Context: an optimization exercise on an open-source flow, tuned for small area, a short achievable clock period and few clock cycles per item. The choices shown serve that exercise and are no tape-out recipe. Where RTL was checked, it was by simulation tests only, not by an equivalence proof against the original.

==> job 3014 <==
## SNN
module SNN(
	input            clk,
	input            rst_n,
	input            in_valid,
	input [7:0]      img,
	input [7:0]      ker,
	input [7:0]      weight,
	output reg       out_valid,
	output reg [9:0] out_data
);
integer k;
reg        v0;
reg  [2:0] col, row;
reg        im;
reg  [7:0] win [0:10];           
always @(posedge clk or negedge rst_n) begin
	if (!rst_n) v0 <= 1'b0;
	else        v0 <= in_valid;
end
always @(posedge clk) begin
	win[0] <= img;
	for (k = 1; k < 11; k = k + 1) win[k] <= win[k-1];
end
always @(posedge clk or negedge rst_n) begin
	if (!rst_n) begin
		col <= 3'd0; row <= 3'd0; im <= 1'b0;
	end else if (v0) begin
		if (col == 3'd5) begin
			col <= 3'd0;
			if (row == 3'd5) begin
				row <= 3'd0;
				im  <= ~im;
			end else begin
				row <= row + 3'd1;
			end
		end else begin
			col <= col + 3'd1;
		end
	end
end
reg  [7:0] kr [0:8];
reg  [7:0] wr [0:3];
wire [3:0] w0_idx = row[0] ? {1'b0, col} + 4'd6 : {1'b0, col};
wire       w0_ok  = !im && (row[2:1] == 2'b00);
reg  [8:0] ld_sel;
always @(*) begin
	for (k = 0; k < 9; k = k + 1)
		ld_sel[k] = (k == 0) ? !v0 : (v0 && w0_ok && w0_idx == k - 1);
end
always @(posedge clk) begin
	for (k = 0; k < 9; k = k + 1)
		if (in_valid && ld_sel[k]) kr[k] <= ker;
	for (k = 0; k < 4; k = k + 1)
		if (in_valid && ld_sel[k]) wr[k] <= weight;
end
wire [16:0] s1_s, s1_c;
wire [17:0] s2_s, s2_c;
wire [18:0] s3_s, s3_c;
wire [18:0] s4_s, s4_c;
wire [19:0] s5_s, s5_c;
reg  [16:0] r1_s, r1_c;
reg  [17:0] r2_s, r2_c;
reg  [18:0] r3_s, r3_c;
reg  [18:0] r4_s, r4_c;
reg  [19:0] rc_s, rc_c;
csa_conv_1 u_1(.k0(kr[0]), .x0(win[10]), .k1(kr[1]), .x1(win[9]), .s(s1_s), .c(s1_c));
csa_conv_2 u_2(.k0(kr[2]), .x0(win[9]),  .k1(kr[3]), .x1(win[5]),
               .r0(r1_s), .r1(r1_c), .s(s2_s), .c(s2_c));
csa_conv_3 u_3(.k0(kr[4]), .x0(win[5]),  .k1(kr[5]), .x1(win[4]),
               .r0(r2_s), .r1(r2_c), .s(s3_s), .c(s3_c));
csa_conv_4 u_4(.k0(kr[6]), .x0(win[1]),  .k1(kr[7]), .x1(win[0]),
               .r0(r3_s), .r1(r3_c), .s(s4_s), .c(s4_c));
csa_conv_5 u_5(.k0(kr[8]), .x0(win[0]),
               .r0(r4_s), .r1(r4_c), .s(s5_s), .c(s5_c));
always @(posedge clk) begin
	r1_s <= s1_s; r1_c <= s1_c;
	r2_s <= s2_s; r2_c <= s2_c;
	r3_s <= s3_s; r3_c <= s3_c;
	r4_s <= s4_s; r4_c <= s4_c;
	rc_s <= s5_s; rc_c <= s5_c;
end
reg       d_v;
reg [1:0] d_i, d_j;
  ...
export LEC_CHECK = 0
export ABC_CLOCK_PERIOD_IN_PS = 4000
export CAP_MARGIN = 20
export CORE_MARGIN = 2
export CORE_UTILIZATION = 40
export CTS_CLUSTER_DIAMETER = 80
export CTS_CLUSTER_SIZE = 25
export SLEW_MARGIN = 20
export SYNTH_HIERARCHICAL = 1
export SYNTH_MINIMUM_KEEP_SIZE = 0
create_clock -name core_clock -period 16.0 [get_ports {clk}]
standard.sh (not shown) runs the stock make flow with config.mk's settings and CLKGATE_MAP_FILE= SYNTH_SCRIPT=/design/flow/synth_recipe.tcl, a recipe that flattens the netlist after the stock synthesis.
==> flow/flow/run.sh <==
#!/bin/bash
# Standard ORFS layout (the standard.sh, unchanged synthesis and
# clock tree), with repair_timing aiming for 11.7 ns of setup margin at
# the design's 16 ns clock, and the port buffers given buf_2 cells.
set -euo pipefail
bash standard.sh SETUP_SLACK_MARGIN=11.7 "BUFFER_PORTS_ARGS=-buffer_cell sky130_fd_sc_hd__buf_2" finish > standard_flow.log 2>&1
==> inputs of job 3185, as changes to job 3014 <==
--- a/flow/design.v
+++ b/flow/design.v
@@ -153,18 +153,16 @@
 		m1_v <= m0_v;
 	end
 end
 always @(posedge clk) begin
 	if (f_v) begin
 		pq  <= f_sum[21:14];
 		m_b <= f_b; m_a <= f_a; m_im <= f_im;
-		{mn, mt, mo} <= booth(f_b ? wr[2] : wr[0]);
-	end else if (m0_v) begin
-		{mn, mt, mo} <= booth(m_b ? wr[3] : wr[1]);
 	end
+	{mn, mt, mo} <= booth(f_v ? (f_b ? wr[2] : wr[0]) : (m_b ? wr[3] : wr[1]));
 end
 reg  [16:0] mres, mres_d;
 wire [16:0] madd = m_b ? mres_d : 17'd0;
 wire [16:0] m_s, m_c;
 csa_mac u_m(.x(pq), .one(mo), .two(mt), .neg(mn), .r0(madd), .s(m_s), .c(m_c));
 wire [16:0] mac_res = m_s + m_c;
 always @(posedge clk) begin
==> flow/flow/run.sh (replaced) <==
#!/bin/bash
# Standard ORFS layout (the standard.sh with its unchanged synthesis),
# with repair_timing aiming for 11.7 ns of setup margin at the design's
# 16 ns clock, port buffers of buf_2 cells, and clock tree synthesis with
# sink clusters of up to 25 flip-flops within 80 um and no dummy loads.
set -euo pipefail
bash standard.sh SETUP_SLACK_MARGIN=11.7 \
  "BUFFER_PORTS_ARGS=-buffer_cell sky130_fd_sc_hd__buf_2" \
  "CTS_ARGS=-sink_clustering_enable -repair_clock_nets -sink_clustering_size 30 -sink_clustering_max_diameter 60 -dont_use_dummy_load" \
  finish > standard_flow.log 2>&1
- CORE_UTILIZATION: 40 -> 60
- CTS_CLUSTER_DIAMETER: 80 -> not set
- CTS_CLUSTER_SIZE: 25 -> not set
- PLACE_DENSITY: not set -> 0.75
==> inputs of job 6511, as changes to job 3014 <==
--- a/flow/design.v
+++ b/flow/design.v
@@ -6,22 +6,25 @@
 	input [7:0]      ker,
 	input [7:0]      weight,
 	output reg       out_valid,
 	output reg [9:0] out_data
 );
 integer k;
 reg        v0;
+reg  [7:0] ker_r, wt_r;
 reg  [2:0] col, row;
 reg        im;
 reg  [7:0] win [0:10];           
 always @(posedge clk or negedge rst_n) begin
 	if (!rst_n) v0 <= 1'b0;
 	else        v0 <= in_valid;
 end
 always @(posedge clk) begin
+	ker_r  <= ker;
+	wt_r   <= weight;
 	win[0] <= img;
 	for (k = 1; k < 11; k = k + 1) win[k] <= win[k-1];
 end
 always @(posedge clk or negedge rst_n) begin
 	if (!rst_n) begin
 		col <= 3'd0; row <= 3'd0; im <= 1'b0;
 	end else if (v0) begin
@@ -36,26 +39,21 @@
 		end else begin
 			col <= col + 3'd1;
 		end
 	end
 end
 reg  [7:0] kr [0:8];
 reg  [7:0] wr [0:3];
-wire [3:0] w0_idx = row[0] ? {1'b0, col} + 4'd6 : {1'b0, col};
-wire       w0_ok  = !im && (row[2:1] == 2'b00);
-reg  [8:0] ld_sel;
-always @(*) begin
-	for (k = 0; k < 9; k = k + 1)
-		ld_sel[k] = (k == 0) ? !v0 : (v0 && w0_ok && w0_idx == k - 1);
-end
+wire       ld_ok  = v0 && !im && (row[2:1] == 2'b00);
+wire [3:0] ld_idx = row[0] ? {1'b0, col} + 4'd6 : {1'b0, col};
 always @(posedge clk) begin
 	for (k = 0; k < 9; k = k + 1)
-		if (in_valid && ld_sel[k]) kr[k] <= ker;
+		if (ld_ok && ld_idx == k) kr[k] <= ker_r;
 	for (k = 0; k < 4; k = k + 1)
-		if (in_valid && ld_sel[k]) wr[k] <= weight;
+		if (ld_ok && ld_idx == k) wr[k] <= wt_r;
 end
 wire [16:0] s1_s, s1_c;
 wire [17:0] s2_s, s2_c;
 wire [18:0] s3_s, s3_c;
 wire [18:0] s4_s, s4_c;
 wire [19:0] s5_s, s5_c;
 reg  [16:0] r1_s, r1_c;
- CTS_CLUSTER_DIAMETER: 80 -> 60
- CTS_CLUSTER_SIZE: 25 -> 30
==> qor summary <==
item	job 6511	job 3014	job 3185
Outcome	no timing/DRC/antenna violations	no timing/DRC/antenna violations	no timing/DRC/antenna violations
Fin area	43500 um^2	42700 um^2	41200 um^2
Top layer reached by signal wires	met4	met5	met5
Worst reg-to-reg setup slack	11.79 ns	11.87 ns	11.85 ns
CTS clk-pin slew, worst paths	0.10 ns	0.09 ns	0.07 ns
Total via count after detailed routing	22.7k	22.1k	22.3k
TritonCTS sink count	601	585	585
M3 GR Usage	0.0245	0.0350	0.0435
Detailed-routing iteration count for the pre-antenna-repair pass	5	5	7
Row count	120	119	97
Min Tclk post-route	4.36 ns	4.30 ns	4.29 ns
Total of flip-flops plus latches after synthesis	601	585	585
Seq cells	601	585	585
Die X	333 um	331 um	269 um
Max Clk Rate	0.229 GHz	0.232 GHz	0.233 GHz
Wire length on met2	40800 um	40200 um	40500 um
Layout cells sized above 1	0.0940	0.0997	0.0819
Share of synthesized cell area in full adder, half adder and majority cells	0.381	0.387	0.389
Mean number of vias per cell	4.90	4.83	5.54
Testbench counts of job 3185, summed over its fixed seeds: cycles 25,920, items 320.
Only the layout flow was run in job 3014 and job 6511; the RTL was not checked for function there.

re-timing with driven ports:
In the flow no input, the clock included, has a driving cell. The finished layouts below were timed again as built, in two steps.
Step 1 (the two cells are an assumption about what drives the block):
set clk [get_ports {clk}]
set_driving_cell -lib_cell sky130_fd_sc_hd__clkbuf_16 $clk
set_driving_cell -lib_cell sky130_fd_sc_hd__buf_2 [delete_from_list [all_inputs] $clk]
Step 2 adds t to the input delays and takes it off the output delays; t is the mean of the earliest and latest rising clock arrival at the registers after step 1. Input paths then give back, and output paths get back, about the clock's delay inside the block.
Slacks: ideal / step 1 / step 2; pairs: ideal / step 1.
run	t (ns)	setup WS [ns]	clock arrival spread, ns	worst data-port slew with drivers (ns)
job 3014	0.658	11.696 / 11.629 / 11.131	0.039 / 0.040	0.14
job 3185	0.648	11.709 / 11.661 / 11.039	0.069 / 0.068	0.12
job 6511	0.687	11.639 / 11.570 / 11.789	0.056 / 0.056	0.06
After both steps every run listed still meets setup and hold. The setup slack of job 3185, which loses most, moves by -0.048 ns with the drivers and by -0.670 ns with both steps.
